Source: an optimization exercise on an open RTL-to-GDS flow (aim: small area, a short achievable clock period and few clock cycles). Production flows keep margins and buffers that such runs may drop.
The RTL was checked by simulation tests, not by an equivalence proof against the original design.
The clock port is modelled as an ideal driver, which makes a skipped or thinned clock tree look cheaper than it is; a real chip needs a root buffer or a tree.
Power and IR drop assume default switching activity.

==> inputs of run a <==
==> flow/design.v <==
module fifo_conv_top(
input clk,
input rst,
input data_valid,
input [7:0] data_i,
output wire idle,
output wire done,
output wire [15:0] data_o,
output wire conv_done
);
assign idle = 1'b1;
reg [7:0] x;           
reg acc;               
reg [7:0] h0, h1;      
reg [2:0] col;         
reg [2:0] row;         
reg signed [10:0] pq;
reg emit;
reg signed [8:0] q0, q1, q2, q3, q4, q5;
reg signed [10:0] out_r;
reg vld_r, done_r;
wire signed [8:0] d = {1'b0, x} - {1'b0, h0};
wire last_col = (col == 3'd4);
wire upd = acc && (col[2] || col[1]);    
always @(posedge clk) begin
  x <= data_i;
  pq <= q0 + (q3 <<< 1);
  out_r <= pq + q5;
  if (acc) begin
    h1 <= x;
    h0 <= h1;
  end
  if (upd) begin
    q0 <= q1; q1 <= q2; q2 <= q3; q3 <= q4; q4 <= q5; q5 <= d;
  end
  if (rst) begin
    acc <= 1'b0;
    col <= 3'd0;
    row <= 3'd0;
    emit <= 1'b0;
    vld_r <= 1'b0;
    done_r <= 1'b0;
  end else begin
    acc <= data_valid;
    emit <= upd && (row[2] || row[1]);
    vld_r <= emit;
    done_r <= (row == 3'd5);
    if (acc) begin
      col <= last_col ? 3'd0 : col + 3'd1;
      if (last_col && row != 3'd5) row <= row + 3'd1;
    end
  end
end
assign data_o = {{5{out_r[10]}}, out_r};
assign conv_done = vld_r;
assign done = done_r;
endmodule
==> flow/flow/run.sh <==
#!/bin/bash
# Own layout flow: the standard flow (standard.sh, standard synthesis
# included) with a few extra ORFS settings read from flow/knobs.txt, one
# VAR=value per line. Each tool's full output stays in the ORFS logs under
# orfs/logs; make's own output goes to make_finish.log here.
set -euo pipefail
W=$(pwd)
knobs=()
if [[ -f flow/knobs.txt ]]; then
  while IFS= read -r line; do
    [[ -z "$line" || "$line" == \#* ]] && continue
    knobs+=("${line//@FLOW@/$W/flow}")
  done < flow/knobs.txt
fi
bash standard.sh "${knobs[@]}" finish > make_finish.log 2>&1
==> flow/flow/knobs.txt <==
CTS_ARGS=-sink_clustering_enable -repair_clock_nets -buf_list sky130_fd_sc_hd__clkbuf_8 -sink_clustering_size 50 -sink_clustering_max_diameter 200 -dont_use_dummy_load
BUFFER_PORTS_ARGS=-buffer_cell sky130_fd_sc_hd__buf_1
==> flow/standard.sh <==
#!/bin/bash
# synth_recipe.tcl (not shown) runs the flow's synth.tcl, then flattens the netlist and writes it again
# the make line also repeats each setting of config.mk as NAME=value (left out here)
make -C /OpenROAD-flow-scripts/flow DESIGN_CONFIG=/design/flow/config.mk WORK_HOME=/design/flow/orfs CLKGATE_MAP_FILE= SYNTH_SCRIPT=/design/flow/synth_recipe.tcl "${@:-finish}"
==> flow/config.mk <==
export PLATFORM = sky130hd
export DESIGN_NAME = fifo_conv_top
export DESIGN_NICKNAME = fifo_conv_top
export VERILOG_FILES = /design/flow/design.v
export SDC_FILE = /design/flow/constraint.sdc
export NUM_CORES = 4
export LEC_CHECK = 0
export CAP_MARGIN = 20
export CORE_MARGIN = 2
export CORE_UTILIZATION = 60
export SETUP_SLACK_MARGIN = 3.3
export SLEW_MARGIN = 20
==> flow/constraint.sdc <==
create_clock -name core_clock -period 5.0 [get_ports {clk}]
set_input_delay 1.0000 -clock core_clock [delete_from_list [all_inputs] [get_ports {clk}]]
set_output_delay 1.0000 -clock core_clock [all_outputs]
set_load 0.01 [all_outputs]
==> run b (differences from run a) <==
--- a/flow/design.v
+++ b/flow/design.v
@@ -19,29 +19,28 @@
 reg signed [8:0] q0, q1, q2, q3, q4, q5;
 reg signed [10:0] out_r;
 reg vld_r, done_r;
-wire signed [8:0] d = {1'b0, x} - {1'b0, h0};
+wire signed [8:0] d = {1'b0, x} + {1'b1, h0} + 9'd1;    
 wire last_col = (col == 3'd4);
 wire upd = acc && (col[2] || col[1]);    
 always @(posedge clk) begin
   x <= data_i;
+  acc <= data_valid;     
   pq <= q0 + (q3 <<< 1);
   out_r <= pq + q5;
   if (acc) begin
-    h1 <= x;
+    h1 <= ~x;
     h0 <= h1;
   end
   if (upd) begin
     q0 <= q1; q1 <= q2; q2 <= q3; q3 <= q4; q4 <= q5; q5 <= d;
   end
   if (rst) begin
-    acc <= 1'b0;
     col <= 3'd0;
     row <= 3'd0;
     emit <= 1'b0;
     vld_r <= 1'b0;
     done_r <= 1'b0;
   end else begin
-    acc <= data_valid;
     emit <= upd && (row[2] || row[1]);
     vld_r <= emit;
     done_r <= (row == 3'd5);
==> flow/flow/knobs.txt (replaced) <==
CTS_ARGS=-sink_clustering_enable -root_buf sky130_fd_sc_hd__clkbuf_8 -buf_list sky130_fd_sc_hd__clkbuf_4 -sink_clustering_size 50 -sink_clustering_max_diameter 200 -dont_use_dummy_load
BUFFER_PORTS_ARGS=-buffer_cell sky130_fd_sc_hd__buf_1
Settings changed: CORE_UTILIZATION 60 to 75, PLACE_DENSITY set to 0.85, SETUP_SLACK_MARGIN 3.3 to 3.05.
==> run c (differences from run a) <==
--- a/flow/design.v
+++ b/flow/design.v
@@ -19,35 +19,35 @@
 reg signed [8:0] q0, q1, q2, q3, q4, q5;
 reg signed [10:0] out_r;
 reg vld_r, done_r;
-wire signed [8:0] d = {1'b0, x} - {1'b0, h0};
-wire last_col = (col == 3'd4);
-wire upd = acc && (col[2] || col[1]);    
+wire signed [8:0] d = {1'b0, x} + {1'b1, h0} + 9'd1;    
+wire last_col = col[2] & ~col[0];
+wire row_full = row[2] & ~row[1];
+wire upd = acc && col[1];    
 always @(posedge clk) begin
   x <= data_i;
+  acc <= data_valid;     
   pq <= q0 + (q3 <<< 1);
   out_r <= pq + q5;
   if (acc) begin
-    h1 <= x;
+    h1 <= ~x;
     h0 <= h1;
   end
   if (upd) begin
     q0 <= q1; q1 <= q2; q2 <= q3; q3 <= q4; q4 <= q5; q5 <= d;
   end
   if (rst) begin
-    acc <= 1'b0;
     col <= 3'd0;
     row <= 3'd0;
     emit <= 1'b0;
     vld_r <= 1'b0;
     done_r <= 1'b0;
   end else begin
-    acc <= data_valid;
     emit <= upd && (row[2] || row[1]);
     vld_r <= emit;
-    done_r <= (row == 3'd5);
+    done_r <= row_full;
     if (acc) begin
-      col <= last_col ? 3'd0 : col + 3'd1;
-      if (last_col && row != 3'd5) row <= row + 3'd1;
+      col <= {col[1] & col[0], col[0], ~col[2]};
+      if (last_col && !row_full) row <= {row[1], row[0], ~row[2]};
     end
   end
 end
==> flow/flow/knobs.txt (replaced) <==
PRE_CTS_TCL=@FLOW@/mcts.tcl
MCTS_CELL=sky130_fd_sc_hd__clkbuf_16
BUFFER_PORTS_ARGS=-buffer_cell sky130_fd_sc_hd__buf_1
==> flow/flow/mcts.tcl (new file) <==
# One-level clock tree in place of TritonCTS's two-level H-tree: the clock port
# drives MCTS_N buffers, each driving the flip-flops of one region of the core.
# Sourced as the PRE_CTS hook of cts.tcl; clock_tree_synthesis then becomes a
# no-op and cts.tcl goes on as usual (legalisation, timing repair).
set mcts_n 4
set mcts_cell sky130_fd_sc_hd__clkbuf_8
if {[info exists ::env(MCTS_N)]} { set mcts_n $::env(MCTS_N) }
if {[info exists ::env(MCTS_CELL)]} { set mcts_cell $::env(MCTS_CELL) }

set block [ord::get_db_block]
set db [ord::get_db]
set clk_net [[$block findBTerm clk] getNet]
set master [$db findMaster $mcts_cell]

set sinks {}
foreach it [$clk_net getITerms] {
  set bb [[$it getInst] getBBox]
  lappend sinks [list $it [expr {([$bb xMin] + [$bb xMax]) / 2}] [expr {([$bb yMin] + [$bb yMax]) / 2}]]
}
puts "mcts: [llength $sinks] clock sinks, $mcts_n buffers of $mcts_cell"

# split a list of sinks into n groups, cutting alternately across x and y
proc mcts_split {sinks n axis} {
  if {$n <= 1} { return [list $sinks] }
  set idx [expr {$axis == 0 ? 1 : 2}]
  set sorted [lsort -integer -index $idx $sinks]
  set n1 [expr {$n / 2}]
  set cut [expr {[llength $sorted] * $n1 / $n}]
  set a [lrange $sorted 0 [expr {$cut - 1}]]
  set b [lrange $sorted $cut end]
  return [concat [mcts_split $a $n1 [expr {1 - $axis}]] [mcts_split $b [expr {$n - $n1}] [expr {1 - $axis}]]]
}

set core [$block getCoreArea]
set w [expr {[$core xMax] - [$core xMin]}]
set h [expr {[$core yMax] - [$core yMin]}]
set g 0
foreach grp [mcts_split $sinks $mcts_n [expr {$w >= $h ? 0 : 1}]] {
  set sx 0; set sy 0
  foreach s $grp { incr sx [lindex $s 1]; incr sy [lindex $s 2] }
  set cx [expr {$sx / [llength $grp]}]
  set cy [expr {$sy / [llength $grp]}]
  set inst [odb::dbInst_create $block $master "mcts_buf_$g"]
  set net [odb::dbNet_create $block "mcts_clk_$g"]
  $net setSigType CLOCK
  [$inst findITerm A] connect $clk_net
  [$inst findITerm X] connect $net
  foreach s $grp {
    set it [lindex $s 0]
    $it disconnect
    $it connect $net
  }
  $inst setLocation [expr {$cx - [$master getWidth] / 2}] [expr {$cy - [$master getHeight] / 2}]
  $inst setPlacementStatus PLACED
  puts "mcts: buffer $g drives [llength $grp] sinks at ([expr {$cx / 1000.0}], [expr {$cy / 1000.0}])"
  incr g
}
global_connect
set_propagated_clock [all_clocks]

proc clock_tree_synthesis {args} {
  puts "mcts: clock tree built by mcts.tcl; clock_tree_synthesis $args skipped"
}
Settings changed: CORE_UTILIZATION 60 to 72, PLACE_DENSITY set to 0.85, SETUP_SLACK_MARGIN 3.3 to 3.1.
==> notes <==
Run c went through all stages and came out clean. Run a went through all stages and came out clean. Run b finished clean. The lowest synthesized cell count belongs to run c, the highest to run a. Against run a, the cell area of run b is smaller by 6.4%. Between run c and run a, the lower synthesized area is in run c (gap about 2.5%, measured against run a). Of run a and run c, run a has the higher setup slack (gap 0.032 ns).
Testbench counts of run a, summed over its fixed seeds: cycles 1,624.
Testbench counts of run b, summed over its fixed seeds: cycles 1,624.
Testbench counts of run c, summed over its fixed seeds: cycles 1,624.
In run c the design's own scripts or RTL, not TritonCTS, make the clock network.


==> inputs of trial 3 <==
Starts from the design.v that is shown in full above.
clock: 5.0 ns
lec_check: 0
cap_margin: 20
core_margin: 2
core_utilization: 60
setup_slack_margin: 3.1
slew_margin: 20
standard.sh (not shown) runs the stock make flow with config.mk's settings and CLKGATE_MAP_FILE= SYNTH_SCRIPT=/design/flow/synth_recipe.tcl, a recipe that flattens the netlist after the stock synthesis.
==> flow/flow/run.sh <==
#!/bin/bash
# Own layout flow: the standard flow (standard.sh, standard synthesis
# included) with a few extra ORFS settings read from flow/knobs.txt, one
# VAR=value per line. Each tool's full output stays in the ORFS logs under
# orfs/logs; make's own output goes to make_finish.log here.
set -euo pipefail
W=$(pwd)
knobs=()
if [[ -f flow/knobs.txt ]]; then
  while IFS= read -r line; do
    [[ -z "$line" || "$line" == \#* ]] && continue
    knobs+=("${line//@FLOW@/$W/flow}")
  done < flow/knobs.txt
fi
bash standard.sh "${knobs[@]}" finish > make_finish.log 2>&1
==> flow/flow/knobs.txt <==
CTS_ARGS=-sink_clustering_enable -repair_clock_nets -buf_list sky130_fd_sc_hd__clkbuf_8 -sink_clustering_size 50 -sink_clustering_max_diameter 200 -dont_use_dummy_load
BUFFER_PORTS_ARGS=-buffer_cell sky130_fd_sc_hd__buf_1
==> build 49 (differences from trial 3) <==
==> flow/flow/knobs.txt (replaced) <==
# none
--- a/flow/config.mk
+++ b/flow/config.mk
@@ -7,6 +7,6 @@
 export LEC_CHECK = 0
 export CAP_MARGIN = 20
 export CORE_MARGIN = 2
-export CORE_UTILIZATION = 60
+export CORE_UTILIZATION = 40
 export SETUP_SLACK_MARGIN = 3.1
 export SLEW_MARGIN = 20
==> trial 84 (differences from trial 3) <==
--- a/flow/design.v
+++ b/flow/design.v
@@ -19,29 +19,28 @@
 reg signed [8:0] q0, q1, q2, q3, q4, q5;
 reg signed [10:0] out_r;
 reg vld_r, done_r;
-wire signed [8:0] d = {1'b0, x} - {1'b0, h0};
+wire signed [8:0] d = {1'b0, x} + {1'b1, h0} + 9'd1;    
 wire last_col = (col == 3'd4);
 wire upd = acc && (col[2] || col[1]);    
 always @(posedge clk) begin
   x <= data_i;
+  acc <= data_valid;     
   pq <= q0 + (q3 <<< 1);
   out_r <= pq + q5;
   if (acc) begin
-    h1 <= x;
+    h1 <= ~x;
     h0 <= h1;
   end
   if (upd) begin
     q0 <= q1; q1 <= q2; q2 <= q3; q3 <= q4; q4 <= q5; q5 <= d;
   end
   if (rst) begin
-    acc <= 1'b0;
     col <= 3'd0;
     row <= 3'd0;
     emit <= 1'b0;
     vld_r <= 1'b0;
     done_r <= 1'b0;
   end else begin
-    acc <= data_valid;
     emit <= upd && (row[2] || row[1]);
     vld_r <= emit;
     done_r <= (row == 3'd5);
==> flow/flow/knobs.txt (replaced) <==
PRE_CTS_TCL=@FLOW@/mcts.tcl
MCTS_CELL=sky130_fd_sc_hd__buf_12
BUFFER_PORTS_ARGS=-buffer_cell sky130_fd_sc_hd__buf_1
==> flow/flow/mcts.tcl (new file) <==
# One-level clock tree in place of TritonCTS's two-level H-tree: the clock port
# drives MCTS_N buffers, each driving the flip-flops of one region of the core.
# Sourced as the PRE_CTS hook of cts.tcl; clock_tree_synthesis then becomes a
# no-op and cts.tcl goes on as usual (legalisation, timing repair).
set mcts_n 4
set mcts_cell sky130_fd_sc_hd__clkbuf_8
if {[info exists ::env(MCTS_N)]} { set mcts_n $::env(MCTS_N) }
if {[info exists ::env(MCTS_CELL)]} { set mcts_cell $::env(MCTS_CELL) }

set block [ord::get_db_block]
set db [ord::get_db]
set clk_net [[$block findBTerm clk] getNet]
set master [$db findMaster $mcts_cell]

set sinks {}
foreach it [$clk_net getITerms] {
  set bb [[$it getInst] getBBox]
  lappend sinks [list $it [expr {([$bb xMin] + [$bb xMax]) / 2}] [expr {([$bb yMin] + [$bb yMax]) / 2}]]
}
puts "mcts: [llength $sinks] clock sinks, $mcts_n buffers of $mcts_cell"

# split a list of sinks into n groups, cutting alternately across x and y
proc mcts_split {sinks n axis} {
  if {$n <= 1} { return [list $sinks] }
  set idx [expr {$axis == 0 ? 1 : 2}]
  set sorted [lsort -integer -index $idx $sinks]
  set n1 [expr {$n / 2}]
  set cut [expr {[llength $sorted] * $n1 / $n}]
  set a [lrange $sorted 0 [expr {$cut - 1}]]
  set b [lrange $sorted $cut end]
  return [concat [mcts_split $a $n1 [expr {1 - $axis}]] [mcts_split $b [expr {$n - $n1}] [expr {1 - $axis}]]]
}

set core [$block getCoreArea]
set w [expr {[$core xMax] - [$core xMin]}]
set h [expr {[$core yMax] - [$core yMin]}]
set g 0
foreach grp [mcts_split $sinks $mcts_n [expr {$w >= $h ? 0 : 1}]] {
  set sx 0; set sy 0
  foreach s $grp { incr sx [lindex $s 1]; incr sy [lindex $s 2] }
  set cx [expr {$sx / [llength $grp]}]
  set cy [expr {$sy / [llength $grp]}]
  set inst [odb::dbInst_create $block $master "mcts_buf_$g"]
  set net [odb::dbNet_create $block "mcts_clk_$g"]
  $net setSigType CLOCK
  [$inst findITerm A] connect $clk_net
  [$inst findITerm X] connect $net
  foreach s $grp {
    set it [lindex $s 0]
    $it disconnect
    $it connect $net
  }
  $inst setLocation [expr {$cx - [$master getWidth] / 2}] [expr {$cy - [$master getHeight] / 2}]
  $inst setPlacementStatus PLACED
  puts "mcts: buffer $g drives [llength $grp] sinks at ([expr {$cx / 1000.0}], [expr {$cy / 1000.0}])"
  incr g
}
global_connect
set_propagated_clock [all_clocks]

proc clock_tree_synthesis {args} {
  puts "mcts: clock tree built by mcts.tcl; clock_tree_synthesis $args skipped"
}
--- a/flow/config.mk
+++ b/flow/config.mk
@@ -7,6 +7,7 @@
 export LEC_CHECK = 0
 export CAP_MARGIN = 20
 export CORE_MARGIN = 2
-export CORE_UTILIZATION = 60
+export CORE_UTILIZATION = 75
+export PLACE_DENSITY = 0.85
 export SETUP_SLACK_MARGIN = 3.1
 export SLEW_MARGIN = 20
==> notes.md <==
status=no timing/DRC/antenna violations; P_int=around 1.2 mW; worst slew pin tran=662 ps; combinational group share of total power=0.132; placed wire-length estimate=around 4900 um; placed cell areas=~0.0045 mm^2; share of layout cells above drive strength 1=0.0828; routed wl met2=approximately 3700 um
# the run above: trial 84

==> notes.md <==
Synth warnings=1; routed wl met2=roughly 2800 um; final setup fails=0; worst slew pin tran=610 ps; total congestion overflow=0; combinational group share of total power=0.055; status=no timing/DRC/antenna violations; Slew Limit Fails=0; Die Area=0.00794 mm^2; Mapped Cells=315; Mapped Area=0.00434 mm^2; antenna-violating nets left=0; hold depth=0; P&R area growth vs syn=10.3%
# the run above: trial 3

==> notes.md <==
combinational group share of total power=0.051; status=no timing/DRC/antenna violations; P_int=approximately 1.3 mW; share of layout cells above drive strength 1=0.175; Starting DRT DRC Count=81; area of the multi-input gates=roughly 0.0013 mm^2; routed wl met2=around 3000 um; Top Layer Used=met4; worst slew pin tran=659 ps; placed wire-length estimate=just over 4000 um; total congestion overflow=0; placed cell areas=roughly 0.0048 mm^2; vias in the first global route=2,194
# the run above: build 49

Testbench counts of trial 3, summed over its fixed seeds: cycles 1,624.
Testbench counts of build 49, summed over its fixed seeds: cycles 1,624.
Testbench counts of trial 84, summed over its fixed seeds: cycles 1,624.
The clock cells of trial 84 come from the design's own scripts or RTL, not from TritonCTS.

-- afterwards: timing with drivers on the ports --
No port has a modelled driver above. Below, the same layouts with a new extraction and two added sets of constraints. Step 1 assumes that a clkbuf_16 drives the clock port and a buf_2 every other input. Step 2, shift: input delay + t, output delay - t, t = (earliest + latest rising clock arrival at the registers) / 2. This alone moves slack from input paths to output paths. a / b / c = ideal / step 1 / step 2; a / b = the first two.
run	t (ns)	setup WS [ns]	worst data-port slew with drivers (ns)	cell pins on the clock port's net
run a	0.371	3.130 / 3.098 / 3.154	0.03	1
run b	0.383	3.119 / 3.087 / 3.160	0.03	1
run c	0.231	3.098 / 3.098 / 3.098	0.03	4
trial 3	0.383	3.086 / 3.086 / 3.086	0.03	1
build 49	0.381	3.099 / 3.099 / 3.049	0.03	1
trial 84	0.211	3.155 / 3.156 / 3.156	0.03	4
After both steps setup and hold are still met in every run listed. For build 49, which loses most, drivers alone change the setup slack by 0.000 ns; drivers and shift together by -0.050 ns.
